What follows belongs to an exercise in optimizing a design on an open flow for small area, a short achievable clock period and few clock cycles; a production flow would make more cautious choices.
The RTL was checked by simulation tests, not by an equivalence proof against the original design.
Power figures rest on the tool's default switching activity, not on a simulated workload.

## flow/config.mk

```make
export PLATFORM = sky130hd
export DESIGN_NAME = proc
export DESIGN_NICKNAME = proc
export VERILOG_FILES = /design/flow/design.v
export SDC_FILE = /design/flow/constraint.sdc
export NUM_CORES = 4
export LEC_CHECK = 0
export CAP_MARGIN = 20
export CORE_MARGIN = 2
export CORE_UTILIZATION = 40
export PLACE_DENSITY = 0.6
export SLEW_MARGIN = 20
```

## flow/constraint.sdc

```tcl
create_clock -name core_clock -period 12.0 [get_ports {clk}]
set_input_delay 2.4000 -clock core_clock [delete_from_list [all_inputs] [get_ports {clk}]]
set_output_delay 2.4000 -clock core_clock [all_outputs]
set_load 0.01 [all_outputs]
```

## flow/design.v

```verilog
module proc (
   imem_addr, dmem_addr, dmem_wdata, dmem_we, halted,
   clk, rst, imem_data, dmem_rdata
   );
   input clk;
   input rst;
   input [15:0] imem_data;
   input [15:0] dmem_rdata;
   output [15:0] imem_addr;
   output [15:0] dmem_addr;
   output [15:0] dmem_wdata;
   output dmem_we;
   output halted;
   reg [15:0] ir;       
   reg        v;        
   reg [15:0] pcn;      
   reg [15:0] r0, r1, r2, r3, r4, r5, r6, r7;
   wire [4:0] op = ir[15:11];
   wire [2:0] rs = ir[10:8];
   wire [2:0] rt = ir[7:5];
   wire [2:0] rd = ir[4:2];
   wire is_halt  = (op == 5'b00000);
   wire is_jr    = (op == 5'b00101) | (op == 5'b00111);    
   wire is_jd    = (op == 5'b00100) | (op == 5'b00110);    
   wire is_link  = (op[4:1] == 4'b0011);                   
   wire is_br    = (op[4:2] == 3'b011);
   wire is_alui  = (op[4:2] == 3'b010);                    
   wire is_shi   = (op[4:2] == 3'b101);                    
   wire is_st    = (op == 5'b10000);
   wire is_ld    = (op == 5'b10001);
   wire is_slbi  = (op == 5'b10010);
   wire is_stu   = (op == 5'b10011);
   wire is_lbi   = (op == 5'b11000);
   wire is_btr   = (op == 5'b11001);
   wire is_shr   = (op == 5'b11010);
   wire is_arr   = (op == 5'b11011);
   wire is_set   = (op[4:2] == 3'b111);
   reg [15:0] a, b;
   always @(*) begin
      case (rs)
        3'd0: a = r0; 3'd1: a = r1; 3'd2: a = r2; 3'd3: a = r3;
        3'd4: a = r4; 3'd5: a = r5; 3'd6: a = r6; default: a = r7;
      endcase
      case (rt)
        3'd0: b = r0; 3'd1: b = r1; 3'd2: b = r2; 3'd3: b = r3;
        3'd4: b = r4; 3'd5: b = r5; 3'd6: b = r6; default: b = r7;
      endcase
   end
   wire [15:0] sext5 = {{11{ir[4]}}, ir[4:0]};
   wire [15:0] sext8 = {{8{ir[7]}}, ir[7:0]};
   wire [15:0] zext8 = {8'h00, ir[7:0]};
   wire use_imm5 = is_alui | is_st | is_ld | is_stu;
   wire sub = (is_alui & (op[1:0] == 2'b01)) | (is_arr & (ir[1:0] == 2'b01)) | (is_set & (op[1:0] != 2'b11));
   wire [15:0] y = use_imm5 ? sext5 : (is_jr ? zext8 : b);
   wire [15:0] x = sub ? ~a : a;
   wire [16:0] sum17 = {1'b0, x} + {1'b0, y} + {16'h0000, sub};
   wire [15:0] sum = sum17[15:0];
   wire cout = sum17[16];
   wire [15:0] lop = is_alui ? sext5 : b;
   wire lxor = is_alui ? (op[1:0] == 2'b10) : (ir[1:0] == 2'b10);
   wire [15:0] logic_r = lxor ? (a ^ lop) : (a & ~lop);
   wire eq  = (a == b);
   wire ovf = (a[15] ^ b[15]) & (sum[15] ^ b[15]);      
   wire le  = ~(sum[15] ^ ovf);                          
   reg set_r;
   always @(*) begin
      case (op[1:0])
        2'b00: set_r = eq;
        2'b01: set_r = le & ~eq;
        2'b10: set_r = le;
        default: set_r = cout;
      endcase
   end
   wire [1:0] shop = is_shi ? op[1:0] : ir[1:0];        
   wire [3:0] amt  = is_shi ? ir[3:0] : b[3:0];
   wire left = ~shop[1];
   wire [15:0] arev;
   genvar gi;
   generate for (gi = 0; gi < 16; gi = gi + 1) begin : g_rev
      assign arev[gi] = a[15 - gi];
   end endgenerate
   wire [15:0] sx = left ? arev : a;
   wire [15:0] s1 = amt[0] ? {sx[0], sx[15:1]} : sx;
   wire [15:0] s2 = amt[1] ? {s1[1:0], s1[15:2]} : s1;
   wire [15:0] s3 = amt[2] ? {s2[3:0], s2[15:4]} : s2;
   wire [15:0] s4 = amt[3] ? {s3[7:0], s3[15:8]} : s3;
   wire [15:0] mask = 16'hFFFF >> amt;
   wire [15:0] sm = shop[0] ? (s4 & mask) : s4;
   wire [15:0] smrev;
   generate for (gi = 0; gi < 16; gi = gi + 1) begin : g_rev2
      assign smrev[gi] = sm[15 - gi];
   end endgenerate
   wire [15:0] shift_r = left ? smrev : sm;
   wire sel_sum = (is_alui & ~op[1]) | is_stu | (is_arr & ~ir[1]);
   wire sel_log = (is_alui & op[1]) | (is_arr & ir[1]);
   wire sel_sh  = is_shi | is_shr;
   reg [15:0] wdata;
   always @(*) begin
      wdata = 16'h0000;
      if (sel_sum) wdata = sum;
      if (sel_log) wdata = logic_r;
      if (sel_sh)  wdata = shift_r;
      if (is_set)  wdata = {15'h0000, set_r};
      if (is_btr)  wdata = arev;
      if (is_slbi) wdata = {a[7:0], ir[7:0]};
      if (is_lbi)  wdata = sext8;
      if (is_ld)   wdata = dmem_rdata;
      if (is_link) wdata = pcn;
   end
   wire wen = v & (is_alui | is_shi | is_ld | is_slbi | is_stu | op[4:3] == 2'b11 | is_link);
   reg [2:0] wsel;
   always @(*) begin
      if (is_link) wsel = 3'd7;
      else if (is_alui | is_shi | is_ld) wsel = rt;
      else if (is_stu | is_slbi | is_lbi) wsel = rs;
      else wsel = rd;
   end
   wire [15:0] wd = rst ? 16'h0000 : wdata;
   wire [7:0] wdec = 8'b1 << wsel;
   wire [7:0] we = {8{rst}} | ({8{wen}} & wdec);
   always @(posedge clk) begin
      if (we[0]) r0 <= wd;
      if (we[1]) r1 <= wd;
      if (we[2]) r2 <= wd;
      if (we[3]) r3 <= wd;
      if (we[4]) r4 <= wd;
      if (we[5]) r5 <= wd;
      if (we[6]) r6 <= wd;
      if (we[7]) r7 <= wd;
   end
   assign dmem_addr  = sum;
   assign dmem_wdata = b;
   assign dmem_we    = v & (is_st | is_stu);
   wire [15:0] joff = is_br ? sext8 : {{5{ir[10]}}, ir[10:0]};
   wire [15:0] jtgt = pcn + joff;
   reg bcond;
   always @(*) begin
      case (op[1:0])
        2'b00: bcond = (a == 16'h0000);
        2'b01: bcond = (a != 16'h0000);
        2'b10: bcond = a[15];
        default: bcond = ~a[15];
      endcase
   end
   wire take_j  = v & (is_jd | (is_br & bcond));
   wire take_jr = v & is_jr;
   assign imem_addr = take_jr ? sum : (take_j ? jtgt : pcn);
   wire hold = v & is_halt;
   always @(posedge clk) begin
      if (rst) begin
         v   <= 1'b0;
         pcn <= 16'h0000;
      end else if (!hold) begin
         v   <= 1'b1;
         pcn <= imem_addr + 16'd2;
      end
   end
   always @(posedge clk) begin
      if (!hold) ir <= imem_data;
   end
   assign halted = hold;
endmodule
```

## flow/run.sh

```bash
#!/bin/bash
# synth_recipe.tcl (not shown) runs the flow's synth.tcl, then flattens the netlist and writes it again
# the make line also repeats each setting of config.mk as NAME=value (left out here)
make -C /OpenROAD-flow-scripts/flow DESIGN_CONFIG=/design/flow/config.mk WORK_HOME=/design/flow/orfs CLKGATE_MAP_FILE= SYNTH_SCRIPT=/design/flow/synth_recipe.tcl finish
```

==> summary.txt <==
==> routing by layer <==
| layer | vias to the layer above | global-route usage, % |
|---|---|---|
| met5 | - | 0 |
| met4 | 0 | 14.48 |
| met3 | 115 | 5.236 |
| met2 | 672 | 44.50 |
| met1 | 5837 | 40.66 |
| li1 | 5416 | - |
==> synthesized netlist by cell type (9+ instances only) <==
cell type / instances
sky130_fd_sc_hd__nand2b_1: 11
sky130_fd_sc_hd__a221oi_1: 27
sky130_fd_sc_hd__o22ai_1: 25
sky130_fd_sc_hd__nor3_1: 22
sky130_fd_sc_hd__o21ai_0: 65
sky130_fd_sc_hd__dfxtp_1: 17
sky130_fd_sc_hd__a21oi_1: 98
sky130_fd_sc_hd__mux2i_1: 105
sky130_fd_sc_hd__a22oi_1: 12
sky130_fd_sc_hd__clkbuf_1: 50
sky130_fd_sc_hd__buf_2: 17
sky130_fd_sc_hd__a211oi_1: 27
sky130_fd_sc_hd__or2_2: 9
sky130_fd_sc_hd__o22a_1: 12
sky130_fd_sc_hd__o21a_1: 11
sky130_fd_sc_hd__a31oi_1: 15
sky130_fd_sc_hd__and3_1: 11
sky130_fd_sc_hd__buf_6: 9
sky130_fd_sc_hd__edfxtp_1: 144
sky130_fd_sc_hd__nor2_1: 127
sky130_fd_sc_hd__ha_1: 47
sky130_fd_sc_hd__mux2_2: 25
sky130_fd_sc_hd__a21o_1: 14
sky130_fd_sc_hd__inv_1: 35
sky130_fd_sc_hd__nand3_1: 29
sky130_fd_sc_hd__nand2_1: 144
sky130_fd_sc_hd__xor2_1: 24
sky130_fd_sc_hd__xnor2_1: 41
sky130_fd_sc_hd__nor2b_1: 19
==> power groups by stage <==
stage / clock network (W) / registers (W) / logic [W]
finish: 0.000532 / 0.000731 / 0.000959
global route: 0.000562 / 0.000736 / 0.00102
CTS: 0.000539 / 0.000729 / 0.000936
detailed placement: 0 / 0.000739 / 0.000931
global placement: 0 / 0.000740 / 0.000927
floorplan: 0 / 0.000717 / 0.000588
==> worst max path at each step <==
| stage | startpoint | depth (start not counted) | to | slack [ns] |
|---|---|---|---|---|
| 4_1_cts | ir[9] | 17 | imem_addr[15] | 3.80 |
| 3_3_place_gp | ir[6] | 19 | imem_addr[14] | 4.34 |
| 3_5_place_dp | ir[9] | 17 | imem_addr[15] | 4.29 |
| 5_1_grt | ir[14] | 19 | imem_addr[14] | 3.15 |
| 6_report | ir[7] | 20 | imem_addr[15] | 3.70 |
| 2_1_floorplan | ir[6] | 21 | imem_addr[15] | 4.98 |
==> cell families (layout without fill, tap and decap cells) <==
logic type      count (synthesis)  count (layout)  synth area share [%]
simple gates                  433             433                 16.08
compound gates                427             427                 23.42
flops                         161             161                 35.72
mux                           138             138                 11.20
buf+inv                       124             182                 4.340
xor+xnor                       65              65                 4.359
fa+ha+maj                      50              50                 4.886
==> final cells by class <==
type | count | area, um2
Multi-Input combinational cell | 1113 | 7859
Inverter | 37 | 138.9
Fill cell | 3169 | 17520
Sequential cell | 161 | 4664
Clock inverter | 13 | 135.1
Timing Repair Buffer | 113 | 1064
Clock buffer | 19 | 432.9
Tap cell | 442 | 553.0
==> per-stage QoR <==
step | hold WS [ns] | power, W | instances
2_1_floorplan | 0.4608 | 0.001306 | 1398
3_3_place_gp | 0.5239 | 0.001667 | 1865
3_5_place_dp | 0.5207 | 0.001670 | 1865
4_1_cts | 0.5342 | 0.002204 | 1897
5_1_grt | 0.5863 | 0.002318 | 1898
6_report | 0.5328 | 0.002222 | 1898
==> critical path: cells and delay by family (launching register included) <==
kind / cells / cell delay [ns]
adder cells (fa/ha/maj): 1 / 0.30
AO/OA/AOI/OAI: 9 / 1.80
AND/OR/NAND/NOR: 7 / 1.74
flip-flops: 1 / 0.32
XOR/XNOR: 1 / 0.23
buffers and inverters: 2 / 1.04
==> impl_summary.txt <==
----------------------------------------------------
[Drt]
  Total Routed Length ... approximately 50 mm
  Routed metal-1 wire length ... between 20 and 25 mm
  DR WL met2 ... ~21 mm
  Number of detailed-routing iterations run before antenna repair ... 6
  Ratio of routed vias to standard cells ... about 6.3
  Number of vias after detailed routing ... between 10000 and 15000
  Drt drc ... 0
  Average wire per cell in the routed design ... 26.23 um
  ANT nets after route ... 0
  Detailed-routed wire length on met3 ... between 4 and 5 mm
  Starting DRC count in detailed routing ... between 1500 and 2000
  Uppermost metal layer occupied by signal nets ... met4

[Global route]
  First-pass GRT wire length ... 73.60 mm
  Overall track demand over capacity in global routing ... just under 30%
  Initial antenna violation count ... 0
  Sum of overflow across all layers after global routing ... 0
  Pin count of the biggest net entering global routing ... 53
  Vias in the first global route ... approximately 12000

[Critical path]
  Crit-path most repeated cell ... sky130_fd_sc_hd__nand2_1
  Critical-path cell with the highest stage delay ... sky130_fd_sc_hd__nor2b_1
  Worst R2R End ... r1[13]
  Endpoint type of the worst setup path ... output pin
  Worst reg-to-reg setup slack ... about 6.0 ns
  Startpoint Class ... flop
  Worst reg2reg path depth ... 19
  Data arrival time of the worst path ... around 5.9 ns
  Highest net fanout along the worst path ... 40
  Crit Reg-Reg Startpoint ... ir[7]
  Crit-path max cell delay ... slightly below 0.9 ns
  Worst setup path class ... flop to output pin
  Cell breakdown of the critical path ... buf_4 > nor2b_1 > a221oi_1 > nor2_1 > o22a_1 > o21ai_0 > a21oi_1 > ha_1 > nand2_1 > and3b_1 > nor2b_1 > nand2_1 > a21o_1 > a311oi_1 > o21bai_1 > a21oi_1 > xnor2_1 > nand2_1 > o21ai_0 > clkdlybuf4s50_1
  Required time of the critical path ... roughly 9.6 ns

[Synth]
  Area share of the largest cell type after synthesis ... between 30% and 40%
  Biggest area consumer among synthesized cells ... sky130_fd_sc_hd__edfxtp_1
  Number of synthesized flops with an enable pin ... 144
  Cells after synthesis ... about 1400
  Distinct cell type count of the synthesized netlist ... 110
  Post-Syn Area per Cell ... around 9.3 um2
  Total of flip-flops plus latches after synthesis ... ~160
  Number of warning messages in the yosys log ... 1
  Synth top area cells ... sky130_fd_sc_hd__edfxtp_1, sky130_fd_sc_hd__mux2i_1, sky130_fd_sc_hd__ha_1
  Fraction of synthesis flops using an asynchronous set or reset pin ... 0%
  Post-synthesis sequential area ratio ... a little over a third
  Primary flip-flop cell chosen by synthesis mapping ... sky130_fd_sc_hd__edfxtp_1
  Netlist Area Pre-Place ... approximately 13000 um2
  Synth Net Count ... around 1500

[STA]
  Total Negative Setup Slacks ... 0 ns
  Final-report hold violation count ... 0
  Slew at the pin closest to its max-slew limit ... around 1.2 ns
  Setup Skew ... between 0.01 and 0.015 ns
  Remaining max-slew budget at the tightest pin ... between 15 and 20%
  Final setup margin ... 3.704 ns
  Ratio of final minimum period to clock period ... around 69%
  Setup violations, final ... 0
  Pins Over Slew Limit ... 0
  Unrepaired setup endpoints after global routing ... false
  Peak clock frequency supported by timing ... roughly 0.12 GHz
  Period minus WS final ... 8.296 ns

[Cells and area]
  Ratio of cells with drive above 1 in the final layout ... just over 10%
  Highest-count cells in the layout ignoring fill and taps ... sky130_fd_sc_hd__nand2_1, sky130_fd_sc_hd__edfxtp_1, sky130_fd_sc_hd__nor2_1
  Antenna diodes ... 0
  Number of nets in the layout ... between 1500 and 2000
  Area added between synthesis and finish ... 13.69%
  Finished layout cell area ... about 15000 um2
  Final Util ... approximately 46%

[Clocking]
  Number of buffers inserted by hold repair at cts ... 0
  Clk sink count ... about 160
  Num CTS Buffers ... 17
  Count of buffers added by post-CTS timing repair for setup ... 0
  Number of cells upsized or downsized after cts ... 0
  Maximum number of buffers from clock root to sink ... 2
  Depth of the CTS H-tree ... 4
  Buffer cell driving the clock tree root ... sky130_fd_sc_hd__clkbuf_16
  Source-to-sink clock delay at the later pin of the worst-skew pair ... around 0.46 ns
  Clock slew at the register clock pins of the worst setup and hold paths ... approximately 0.070 ns
  CTS tree ... yes

[Worst hold path]
  Worst hold start ... pcn[14]
  Worst min-delay path category ... flop to flop
  Hold-critical path endpoint ... pcn[14]
  Cells on Worst Hold Path ... 2

[Die]
  Effective utilization at floorplan ... around 40%
  Die extent in y ... around 180 um
  Row cnt ... between 60 and 70
  Core Region ... about 32000 um2
  Overall die width ... 184.7 um
  Area of the die ... between 30000 and 40000 um2
  Top-Level Pins ... 84

[Pwr]
  Leakage power total ... approximately 5.7 nW
  Share of total power in the clock network ... 23.9%
  VDD IR max ... 0.0001050 V
  Seq pwr share ... about a third
  Combinational Power Share ... 43.2%
  Power spent charging and discharging nets ... approximately 0.00086 W
  Power per unit of standard cell area ... ~150 nW/um2
  Switching fraction of total power ... between 30 and 40%
  Internal power ... around 0.0014 W

[Placed design]
  Cell area after placement ... approximately 14000 um2
  Port Buffer Count ... 83
  Detailed Place HPWL ... about 36 mm
  Gp weighted congestion ... 0.9779
  Post-Place Setup Slack ... 4.288 ns

[Run status]
  Result of the run ... no timing/DRC/antenna violations

[Run]
  Maxcap violations ... 0

----------------------------------------------------
Testbench counts, summed over its fixed seeds: cycles 36,069.

static timing again, ports no longer ideal:
How much do the figures lean on ideal ports? The routed layout below was timed once more, with nothing changed but the port constraints.
Step 1, drivers: a clkbuf_16 drives clk and a buf_2 each remaining input, both assumed.
Step 2 times the ports against the registers' clock, not the clock port: input delays grow and output delays shrink by t, the midpoint of the rising clock arrivals with the driver on.
Three values: ideal, step 1, step 2; two values: the first two.
shift t [ns]: 0.502
setup slack, ns: 3.704 / 3.651 / 4.153
worst hold slack (ns): 0.533 / 0.533 / 0.533
worst setup path after step 2: register to output
clock arrival spread, ns: 0.014 / 0.014
After both steps this run still meets setup and hold. The setup slack of this run moves by -0.053 ns with the drivers and by +0.449 ns with both steps.
